This design comes from an exercise in tuning for small area, a short achievable clock period and few clock cycles per item on the open sky130 flow, not from production work. The RTL was checked by simulation tests, not by an equivalence proof against the original design. Power figures rest on the tool's default switching activity, not on a simulated workload.

==> flow/design.v (excerpt) <==
module pipelined(
    input  wire              clk,
    input  wire              rst,
    input  wire              in_valid,
    output wire              in_ready,
    input  wire signed [15:0] a,
    input  wire signed [15:0] b,
    input  wire signed [15:0] c,
    input  wire signed [15:0] d,
    input  wire signed [15:0] e,
    output reg               out_valid,
    input  wire              out_ready,
    output wire signed [31:0] y
);
  reg vA, vM, y2v, rdy;
  wire stall = y2v;             
  wire pop = out_valid & out_ready;
  assign in_ready = rdy;
  always @(posedge clk) begin
    if (rst) begin
      vA <= 1'b0; vM <= 1'b0; out_valid <= 1'b0; y2v <= 1'b0; rdy <= 1'b1;
    end else begin
      if (~y2v) begin
        vA <= in_valid; vM <= vA;
      end
      if (~out_valid | out_ready) out_valid <= y2v | vM;
      if (y2v) begin
        y2v <= ~pop; rdy <= pop;
      end else begin
        y2v <= out_valid & ~out_ready & vM; rdy <= ~(out_valid & ~out_ready & vM);
      end
    end
  end
  reg [15:0] An, Cn, E;
  always @(posedge clk) if (~stall) begin An <= ~a; Cn <= ~c; E <= e; end
  reg [7:0] xneg, xonen, xtwon;
  ...
Size: ~250 flip-flops, ~120 I/O pins, about 0.020 mm2 of cells after synthesis.
export LEC_CHECK = 0
export ABC_AREA = 1
export CAP_MARGIN = 20
export CORE_MARGIN = 2
export CORE_UTILIZATION = 40
export CTS_CLUSTER_SIZE = 30
export SETUP_SLACK_MARGIN = 4.2
export SLEW_MARGIN = 20
create_clock -name core_clock -period 8.0 [get_ports {clk}]
standard.sh (not shown) runs the stock make flow with config.mk's settings and CLKGATE_MAP_FILE= SYNTH_SCRIPT=/design/flow/synth_recipe.tcl, a recipe that flattens the netlist after the stock synthesis.
==> flow/flow/run.sh <==
#!/bin/bash
# Standard ORFS layout, except that Yosys's "synth" runs with -noabc, so the quick
# ABC pass before full-adder extraction does not scramble the adder tree's polarity.
set -euo pipefail
sed 's/yosys synth -nofsm -noshare {\*}\$args/yosys synth -nofsm -noshare -noabc {*}$args/' synth_recipe.tcl > flow/noabc_synth.tcl
grep -q -- '-noabc' flow/noabc_synth.tcl
sed "s#SYNTH_SCRIPT=[^ ]*#SYNTH_SCRIPT=$PWD/flow/noabc_synth.tcl#" standard.sh > flow/standard_noabc.sh
grep -q noabc_synth flow/standard_noabc.sh
bash flow/standard_noabc.sh "BUFFER_PORTS_ARGS=-buffer_cell sky130_fd_sc_hd__buf_1" finish > standard.log 2>&1
==> flow/flow/noabc_synth.tcl <==
proc synth {args} { yosys synth -nofsm -noshare -noabc {*}$args }
source $::env(SCRIPTS_DIR)/synth.tcl
# left out here: clear keep_hierarchy, flatten, clean up, hide names made inside functions, write 1_2_yosys.v
==> flow/flow/standard_noabc.sh <==
#!/bin/bash
# The standard flow's own layout of this design, on the ORFS make targets given (by default finish). After
# finish it leaves the final layout's DEF at /design/flow/out/final.def.
set -euo pipefail
make -C /OpenROAD-flow-scripts/flow DESIGN_CONFIG=/design/flow/config.mk WORK_HOME=/design/flow/orfs CLKGATE_MAP_FILE= SYNTH_SCRIPT=/design/flow/flow/noabc_synth.tcl ABC_AREA=1 CAP_MARGIN=20 CORE_MARGIN=2 CORE_UTILIZATION=40 CTS_CLUSTER_SIZE=30 SETUP_SLACK_MARGIN=4.2 SLEW_MARGIN=20 "${@:-finish}"
if [[ -f /design/flow/orfs/results/sky130hd/pipelined/base/6_final.odb ]]; then
  : # left out here: write the final layout as DEF
fi
Testbench counts at the start, summed over its fixed seeds: cycles 32,024, items 32,000.
Edit:
==> flow/flow/standard_noabc.sh (replaced) <==
#!/bin/bash
# The standard flow's own layout of this design, on the ORFS make targets given (by default finish). After
# finish it leaves the final layout's DEF at /design/flow/out/final.def.
set -euo pipefail
make -C /OpenROAD-flow-scripts/flow DESIGN_CONFIG=/design/flow/config.mk WORK_HOME=/design/flow/orfs CLKGATE_MAP_FILE= SYNTH_SCRIPT=/design/flow/flow/noabc_synth.tcl ABC_AREA=1 CAP_MARGIN=20 CORE_MARGIN=2 CORE_UTILIZATION=40 SETUP_SLACK_MARGIN=4.2 SLEW_MARGIN=20 "${@:-finish}"
if [[ -f /design/flow/orfs/results/sky130hd/pipelined/base/6_final.odb ]]; then
  : # left out here: write the final layout as DEF
fi
Settings changed: CTS_CLUSTER_SIZE 30 to default.
Result: Global-route usage stays the same; sequential share of layout area does not change; cell count is unchanged; count of clock-buffer cells in the layout does not change; via count stays the same; wire length does not change; power is unchanged.
Edit:
==> flow/flow/standard_noabc.sh (replaced) <==
#!/bin/bash
# The standard flow's own layout of this design, on the ORFS make targets given (by default finish). After
# finish it leaves the final layout's DEF at /design/flow/out/final.def.
set -euo pipefail
make -C /OpenROAD-flow-scripts/flow DESIGN_CONFIG=/design/flow/config.mk WORK_HOME=/design/flow/orfs CLKGATE_MAP_FILE= SYNTH_SCRIPT=/design/flow/flow/noabc_synth.tcl ABC_AREA=1 CAP_MARGIN=20 CORE_MARGIN=2 CORE_UTILIZATION=40 GPL_TIMING_DRIVEN=0 SETUP_SLACK_MARGIN=4.2 SLEW_MARGIN=20 "${@:-finish}"
if [[ -f /design/flow/orfs/results/sky130hd/pipelined/base/6_final.odb ]]; then
  : # left out here: write the final layout as DEF
fi
Settings changed: GPL_TIMING_DRIVEN from default to 0.
Outcome: Via count went up by about 3.8%. Clock skew went up by 12 ps. Combinational power went up by 5.6%. Wire length went up by 12%. Count of clock-buffer cells in the layout went up by 12. Setup slack loses 58 ps. Core utilization went up by 1.6 points. Sequential cell count does not change.

Starting RTL as in the previous note.
export LEC_CHECK = 0
export ABC_AREA = 1
export CAP_MARGIN = 20
export CORE_MARGIN = 2
export CORE_UTILIZATION = 40
export SETUP_SLACK_MARGIN = 4.35
export SLEW_MARGIN = 20
create_clock -name core_clock -period 8.0 [get_ports {clk}]
==> flow/flow/standard_noabc.sh <==
#!/bin/bash
# The standard flow's own layout of this design, on the ORFS make targets given (by default finish). After
# finish it leaves the final layout's DEF at /design/flow/out/final.def.
set -euo pipefail
make -C /OpenROAD-flow-scripts/flow DESIGN_CONFIG=/design/flow/config.mk WORK_HOME=/design/flow/orfs CLKGATE_MAP_FILE= SYNTH_SCRIPT=/design/flow/flow/noabc_synth.tcl ABC_AREA=1 CAP_MARGIN=20 CORE_MARGIN=2 CORE_UTILIZATION=40 SETUP_SLACK_MARGIN=4.35 SLEW_MARGIN=20 "${@:-finish}"
if [[ -f /design/flow/orfs/results/sky130hd/pipelined/base/6_final.odb ]]; then
  : # left out here: write the final layout as DEF
fi
Scripts as last shown in full above: flow/flow/run.sh, flow/flow/noabc_synth.tcl
The baseline produced a clean layout.
Testbench counts at the start, summed over its fixed seeds: cycles 32,024, items 32,000.
Next try:
Settings changed: SETUP_SLACK_MARGIN 4.35 to 4.2.
removed: flow/flow/noabc_synth.tcl
removed: flow/flow/standard_noabc.sh
=> The new run ran to the end with no violations. Total power goes down slightly. Design area is lower by a few percent. Die area stays the same. Worst hold slack is about the same. Clock-buffer cell count does not change. Sequential power barely changes. Register-to-register slack loses 0.09 ns. Synthesized area does not change.
Next try:
==> flow/flow/noabc_synth.tcl (new file) <==
proc synth {args} { yosys synth -nofsm -noshare -noabc {*}$args }
source $::env(SCRIPTS_DIR)/synth.tcl
# left out here: clear keep_hierarchy, flatten, clean up, hide names made inside functions, write 1_2_yosys.v
==> flow/flow/standard_noabc.sh (new file) <==
#!/bin/bash
# The standard flow's own layout of this design, on the ORFS make targets given (by default finish). After
# finish it leaves the final layout's DEF at /design/flow/out/final.def.
set -euo pipefail
make -C /OpenROAD-flow-scripts/flow DESIGN_CONFIG=/design/flow/config.mk WORK_HOME=/design/flow/orfs CLKGATE_MAP_FILE= SYNTH_SCRIPT=/design/flow/flow/noabc_synth.tcl ABC_AREA=1 CAP_MARGIN=20 CORE_MARGIN=2 CORE_UTILIZATION=40 SETUP_SLACK_MARGIN=4.2 SLEW_MARGIN=20 TNS_END_PERCENT=30 "${@:-finish}"
if [[ -f /design/flow/orfs/results/sky130hd/pipelined/base/6_final.odb ]]; then
  : # left out here: write the final layout as DEF
fi
Settings changed: TNS_END_PERCENT set to 30.
Routed wire length is unchanged.
Area after synthesis is unchanged.
Register-to-register slack stays flat.
Total power stays the same.
Cell area does not change.
Cell count stays the same.
Clock-buffer cell count does not change.
Hold slack is unchanged.
Next try:
==> flow/flow/standard_noabc.sh (replaced) <==
#!/bin/bash
# The standard flow's own layout of this design, on the ORFS make targets given (by default finish). After
# finish it leaves the final layout's DEF at /design/flow/out/final.def.
set -euo pipefail
make -C /OpenROAD-flow-scripts/flow DESIGN_CONFIG=/design/flow/config.mk WORK_HOME=/design/flow/orfs CLKGATE_MAP_FILE= SYNTH_SCRIPT=/design/flow/flow/noabc_synth.tcl ABC_AREA=0 CAP_MARGIN=20 CORE_MARGIN=2 CORE_UTILIZATION=40 SETUP_SLACK_MARGIN=4.2 SLEW_MARGIN=20 "${@:-finish}"
if [[ -f /design/flow/orfs/results/sky130hd/pipelined/base/6_final.odb ]]; then
  : # left out here: write the final layout as DEF
fi
Settings changed: ABC_AREA 1 to 0, TNS_END_PERCENT 30 to unset.
Result:
- via count decreases by 4.6%
- non-clock buffer count goes up by 11
- setup slack stays flat
- design area barely changes
- die area falls by about 2%
- power rises by 3.3%
- cell count falls by 8.3%
- combinational power came out higher by about 3%
- core utilization climbs by 0.99 points
- global-route usage rose by 0.16 points
- sequential power is about the same

[re-timing with driven ports]
No port has a modelled driver above. Below, the same layouts with a new extraction and two added sets of constraints.
Step 1 (the two cells are an assumption about what drives the block):
set clk [get_ports {clk}]
set_driving_cell -lib_cell sky130_fd_sc_hd__clkbuf_16 $clk
set_driving_cell -lib_cell sky130_fd_sc_hd__buf_2 [delete_from_list [all_inputs] $clk]
Step 2, shift: input delay + t, output delay - t, t = (earliest + latest rising clock arrival at the registers) / 2. This alone moves slack from input paths to output paths.
a / b / c = ideal ports / drivers / drivers and shift; a / b = the first two.
run	shift t [ns]	setup slack, ns	pins driven straight from the clock port
the first run of note 1	0.618	4.304 / 4.304 / 4.304	1
the second run of note 1	0.618	4.304 / 4.304 / 4.304	1
the third run of note 1	0.623	4.246 / 4.246 / 4.246	1
the first run of note 2	0.623	4.398 / 4.398 / 4.398	1
the second run of note 2	0.618	4.304 / 4.304 / 4.304	1
the third run of note 2	0.618	4.304 / 4.304 / 4.304	1
the fourth run of note 2	0.611	4.302 / 4.302 / 4.302	1
After both steps setup and hold are still met in every run listed.
